From an optimization exercise on the open Yosys and OpenROAD flow, aimed at small area, a short achievable clock period and few clock cycles per item; shortcuts taken in it are not production practice. No run shown here included a check of the RTL's function; only the layout flow was run. No activity file was given, so power comes from the tool's default toggle rates.

## flow/design.v (module list and top-level ports; edited modules follow where they fit)
// module cnm_top: 1251 lines
// module cnm_fa: 4 lines
// module cnm_fx: 6 lines
// module cnm_mj: 3 lines
// module cnm_aoi21: 3 lines
// module cnm_oai21: 3 lines
// module cnm_nr: 3 lines
// module cnm_nd: 3 lines
// module cnm_ha: 4 lines
// module cnm_hn: 4 lines
// module cnm_x2: 3 lines
// module cnm_xn: 3 lines
// module cnm_or: 3 lines
module cnm_top (
    input  logic               clk,
    input  logic               rst,
    input  logic               in_valid,
    input  logic signed [7:0]  rea,
    input  logic signed [7:0]  ima,
    input  logic signed [7:0]  req,
    input  logic signed [7:0]  imq,
    output logic               out_valid,
    output logic signed [15:0] rep,
    output logic signed [15:0] imp
);
  // ...
==> flow/flow/run.sh <==
#!/bin/bash
# Own layout flow: the standard flow (standard synthesis, same steps and
# settings) with these changes:
#  - after the floorplan step, combinational cells that synthesis mapped at a
#    larger drive strength are set back to drive strength 1 (downsize.tcl);
#    the standard repair steps that follow upsize where timing needs it;
#  - the port buffers are the small sky130 buf_1 cell instead of the delay
#    cell buffer_ports picks by default (every input and output port still
#    gets its own buffer; repair may resize them);
#  - clock tree synthesis adds no dummy loads.
set -euo pipefail
export BUFFER_PORTS_ARGS="-buffer_cell sky130_fd_sc_hd__buf_1"
export CTS_ARGS="-sink_clustering_enable -repair_clock_nets -dont_use_dummy_load -buf_list {sky130_fd_sc_hd__clkbuf_4 sky130_fd_sc_hd__clkbuf_8}"
bash standard.sh floorplan > flow_make_floorplan.log 2>&1
RESULTS=orfs/results/$FLOW_PLATFORM/cnm_top/base \
LIB=$FLOW_HOME/platforms/$FLOW_PLATFORM/lib/sky130_fd_sc_hd__tt_025C_1v80.lib \
  openroad -no_init -exit flow/downsize.tcl > downsize.log 2>&1
touch orfs/results/$FLOW_PLATFORM/cnm_top/base/2_floorplan.odb
bash standard.sh > flow_make.log 2>&1
==> flow/flow/downsize.tcl <==
# Set every combinational cell of the synthesized, floorplanned design to its
# drive-strength-1 variant (same function and footprint family). The flow's
# later repair steps upsize again where timing needs it. Registers, clock and
# tap cells are left alone.
set results $::env(RESULTS)
read_liberty $::env(LIB)
read_db $results/2_floorplan.odb
set n 0
foreach inst [get_cells *] {
  set ref [get_property $inst ref_name]
  if {![regexp {^(sky130_fd_sc_hd__([a-z0-9]+))_([0-9]+)$} $ref -> base fn drive]} continue
  if {$drive <= 1} continue
  if {[regexp {^(df|ed|sd|dl|clk|tap|fill|decap|conb|probe|lpflow|buf|inv|bufinv|dly)} $fn]} continue
  set lc [get_lib_cells -quiet ${base}_1]
  if {$lc eq ""} continue
  replace_cell $inst $lc
  incr n
}
puts "downsized $n cells"
write_db $results/2_floorplan.odb
==> flow/standard.sh <==
#!/bin/bash
# synth_recipe.tcl (not shown) runs the flow's synth.tcl, then flattens the netlist and writes it again
# the make line also repeats each setting of config.mk as NAME=value (left out here)
make -C /OpenROAD-flow-scripts/flow DESIGN_CONFIG=/design/flow/config.mk WORK_HOME=/design/flow/orfs CLKGATE_MAP_FILE= SYNTH_SCRIPT=/design/flow/synth_recipe.tcl "${@:-finish}"
==> flow/config.mk <==
export PLATFORM = sky130hd
export DESIGN_NAME = cnm_top
export DESIGN_NICKNAME = cnm_top
export VERILOG_FILES = /design/flow/design.v
export SDC_FILE = /design/flow/constraint.sdc
export NUM_CORES = 4
export LEC_CHECK = 0
export CAP_MARGIN = 20
export CORE_MARGIN = 2
export CORE_UTILIZATION = 40
export CTS_BUF_LIST = sky130_fd_sc_hd__clkbuf_4 sky130_fd_sc_hd__clkbuf_8
export SETUP_SLACK_MARGIN = 4.5
export SLEW_MARGIN = 20
export SYNTH_HIERARCHICAL = 1
==> flow/constraint.sdc <==
create_clock -name core_clock -period 7.0 [get_ports {clk}]
set_input_delay 1.4000 -clock core_clock [delete_from_list [all_inputs] [get_ports {clk}]]
set_output_delay 1.4000 -clock core_clock [all_outputs]
set_load 0.01 [all_outputs]
==> run notes, run 1 <==
Power Total 4.67 mW; GPL Wtd Cong 0.805; Vias/cell about 5.0; post-layout min period 2460 ps; Non-clk invs 34; DRT antenna net count 0; grt met3 use 4.14%; Finished Layout Cells ~1200; Post-synth ARST share 0%; P_seq approximately 1.5 mW; Flop pwr share between 30% and 40%; Rel. slew slack 54.2%; critical path peak fanout 16; #FFs+latches synth 153; CTS H-Tree Depth 4; post-synthesis net count approximately 1000; post-synthesis compound-gate area fraction about 15%; number of multi-input combinational cells a little over 600; Routed WL about 21000 µm; DR WL met2 about 9800 µm; initial antenna violation count 0; Clk power 0.490 mW; Seq Cell Count 153; outcome complete, no violations; clk sinks about 150; grt total ovfl 0; PostCTS Resize Cnt 39; # clk buffers 17; Final Cycle Share about a third; detailed-route wire length per cell roughly 17 µm; first-pass GRT wire length roughly 35000 µm; Finished Cell Area around 10000 µm²; post-synthesis mux area share 0%; most common cell after layout, fill and taps aside xnor2_1; yosys warns 7; Main power group combinational logic; share of cells above drive strength 1 approximately 8%; CTS tree done; most frequent cell on the critical path fa_1; Max Cap Violations 0
==> inputs of run 2 (changes only) <==
--- a/flow/config.mk
+++ b/flow/config.mk
@@ -9,6 +9,6 @@
 export CORE_MARGIN = 2
 export CORE_UTILIZATION = 40
 export CTS_BUF_LIST = sky130_fd_sc_hd__clkbuf_4 sky130_fd_sc_hd__clkbuf_8
-export SETUP_SLACK_MARGIN = 4.5
+export SETUP_SLACK_MARGIN = 4.65
 export SLEW_MARGIN = 20
 export SYNTH_HIERARCHICAL = 1
==> run 2 against run 1 <==
  * First-iteration DRC count grew 16%
  * Global-route usage is essentially flat
  * Wire length grew 1.8%
  * Largest power group unchanged
  * Non-clock buffer count rose by 40
  * Clock power barely moved
  * Worst setup slack better by 140 ps
  * Clock skew rose by 3.2 ps
  * Critical endpoint unchanged
  * Combinational power is 5% higher
  * Sequential share of layout area fell by 1.1 points
  * Highest routed layer unchanged
  * Cell area grew 5.0%
==> run notes, run 2 <==
Nets around 1100; TNS Setup 0 ps; Setup Skew about 30 ps; commonest cells in the netlist xnor2_1 (174), dfxtp_1 (153), fa_1 (86); CTS H-Tree Depth 4 (unchanged); clock share of power around a tenth; synth unique cells 26; Post-synth ARST share 0% (unchanged); Rel. slew slack 70.4% (+16 points); Max VDD drop approximately 0.27 mV; Post-synth EDFFs 0; Finished Cell Area 10700 µm² (+5.0%); core box area between 20000 and 25000 µm²; area leader, netlist dfxtp_1; outcome complete, no violations; Top Registers imp (16), rep (16); Final HPWL DP 14700 µm; drt drc 0; CTS tree done; Hold Crit Class register to register; final hold vios 0; Die Area 26300 µm²; detailed-route wire length per cell 17.0 µm (-1.4%); Main synth FF type dfxtp_1; Switch Pwr just under 2 mW; ANT cells 0; leading cell types in the layout, fill and taps excluded xnor2_1 (173), dfxtp_1 (112), a22oi_1 (110); CTS root buffer clkbuf_8; P_int roughly 2.8 mW; crit start category register; Sw Share approximately two fifths; r2r startpoint req_nneg_r[1]; worst setup margin roughly 4700 ps; Critical Path RT roughly 7300 ps; grt total ovfl 0 (unchanged); hold path depth 0; Slew @ Worst Pin about 440 ps; critical path peak fanout 20 (+4); Place WS about 4200 ps; Num CTS Buffers 17; cells after synthesis approximately 870; Mapped Area between 10000 and 15000 µm²; RSZ-0062 raised after global routing yes; Post-DP Area a little under 10000 µm²; post-synthesis net count 1024 (unchanged); share of cells above drive strength 1 16.6% (+8.6 points); Die W 162 µm; Worst Path Arrival 2630 ps; Hold Path Sink imp[1]; Max Cap Violations 0 (unchanged); Slew Viols, Final 0; #FFs+latches synth 153 (unchanged); R2R depth 5; most common cell after layout, fill and taps aside xnor2_1; vias in the first global route 6517; # setup viols final 0; largest net degree at the start of global routing 24; GPL Wtd Cong 0.805 (unchanged); Max Root-Sink Buffers 2; Hold Crit Start n578_q1_660; Vias/cell 4.97 (-0.58%); Logic pwr share around 59%; yosys warns 7 (unchanged); Area Overhead vs Synth 6.47%; Power Total 4.79 mW (+2.8%); power density over cell area roughly 450 nW/µm²; critical path type register to register; post-synth top area share between 30% and 40%; Flop pwr share 30.4% (-1.1 points); CP endpoint kind register; num ports 68; fmax roughly 430 MHz; Final Cycle Share 33.2% (-2.0 points); syn_area_per_cell between 10 and 15 µm²; Worst-Skew Late Latency approximately 450 ps; CTS Hold Bufs 0; DRT antenna net count 0 (unchanged); IO buf count 67; Reg-to-Reg End imp_c448_q1_639; Synth area leaders dfxtp_1 (31%), fa_1 (17%), xnor2_1 (15%), xor2_1 (5.4%), a22oi_2 (5.4%); Die Ht approximately 160 µm; routed vias between 6000 and 7000; Routed WL 21400 µm (+1.8%); Starting Density about two fifths; Worst-path clk slew 80 ps; first-pass GRT wire length 35000 µm (unchanged); leakage power 4.04 nW; initial drt markers ~400; most frequent cell after synthesis xnor2_1; initial antenna violation count 0 (unchanged); FP Rows between 50 and 60; 1st-pass router iterations 6; post-synthesis sequential area ratio 30.6%; post-layout min period 2320 ps (-137 ps); Tot GR Track Use between 15 and 20%; clk sinks 153 (unchanged); R2R Setup Slk 4680 ps
## run 2: cell counts after synthesis
No cell type changed its count.
## run 2: cell type report
class | count | area, µm²
clock buffers | 17 | 234
multi-input cells | 619 | 5960
inverters | 34 | 138
well taps | 324 | 405
flip-flops and latches | 153 | 3190
repair buffers | 116 | 718
fillers | 2343 | 13800
## run 2: cells by family after synthesis
family | synth area share (%)
xor gates and xnor gates | 20.7
buffers and inverters | 7.27
AOI/OAI and AO/OA | 14.6
and+or+nand+nor | 3.83
DFF | 30.6
adders and majority gates | 23.0
## run 2: worst max path at each step
| stage | slack, ps | end | startpoint | cells past startpoint |
|---|---|---|---|---|
| global route | 4610 | imp_c448_q1_639 | req_nneg_r[1] | 5 |
| CTS | 4650 | rep_c162_q1_598 | imq_nneg_r[3] | 5 |
| floorplan | 4740 | rep_c164_q1_601 | req_nneg_r[1] | 6 |
| finish | 4680 | imp_c448_q1_639 | req_nneg_r[1] | 5 |
| global placement | 4190 | rep_c162_q1_598 | imq_nneg_r[3] | 5 |
| detailed placement | 4150 | rep_c162_q1_598 | imq_nneg_r[3] | 5 |
## run 2: through the flow
stage / hold slack (ps) / util, % / cells
final: 329 / 43.5 / 1263
after global routing: 338 / 43.5 / 1263
after CTS: 329 / 41.7 / 1222
after detailed placement: 312 / 39.9 / 1202
after global placement: 315 / 39.9 / 1202
after floorplan: 310 / - / 873
## run 2: worst max-delay path, cell delays in order, from the launching register on
cell     delay, ps
dfxtp_1        350
buf_6          280
xnor2_1        230
fa_1           500
fa_1           440
maj3_1         370
## run 2: per-module statistics from Yosys, one instance, submodules excluded, a selection
module     times used  flip-flops and latches  cells  area, µm²
cnm_top             1                     153    573       6450
cnm_fa             86                       0      1       20.0
cnm_ha             30                       0      1       12.5
cnm_mj             18                       0      1       11.3
cnm_aoi21          26                       0      1       8.76
cnm_x2             48                       0      1       8.76
cnm_xn             36                       0      1       8.76
cnm_or             24                       0      1       6.26
cnm_oai21          14                       0      1       5.00
cnm_nd             14                       0      1       3.75
cnm_nr              4                       0      1       3.75
## run 2: per-layer routing
metal  GRT usage (%)  routed length (µm)
met5               0                   0
met4            8.37                 699
met3            4.37                1350
met2            27.5               10200
met1            21.9                9210
## run 2: power groups by stage
stage / Sequential, mW / Clock (mW) / Combinational (mW)
floorplan: 1.45 / 0 / 2.34
global route: 1.50 / 0.555 / 3.29
global placement: 1.49 / 0 / 2.57
detailed placement: 1.49 / 0 / 2.60
CTS: 1.47 / 0.517 / 2.75
finish: 1.46 / 0.489 / 2.85
## run 2: repair_timing
action,CTS,global route
gates resized for setup,90,41
endpoints found under the setup margin,68,38
pin swaps,3,8
setup buffers,3,41

## port drivers added, routing unchanged
Ports are ideal in the flow. The routed layouts listed here were re-timed in OpenROAD.
Step 1: set_driving_cell puts a clkbuf_16 on clk and a buf_2 on each other input, an assumption about the parent block.
Step 2, shift: input delay + t, output delay - t, t = (earliest + latest rising clock arrival at the registers) / 2. This alone moves slack from input paths to output paths.
Three values: ideal, step 1, step 2; two values: the first two.
| run | t (ns) | setup slack, ns | worst setup path after step 2 | slew at the worst register clock pin (ns) |
|---|---|---|---|---|
| run 1 | 0.474 | 4.539 / 4.539 / 4.539 | register to register | 0.08 / 0.08 |
| run 2 | 0.474 | 4.677 / 4.677 / 4.677 | register to register | 0.08 / 0.08 |
After both steps setup and hold are still met in every run listed.
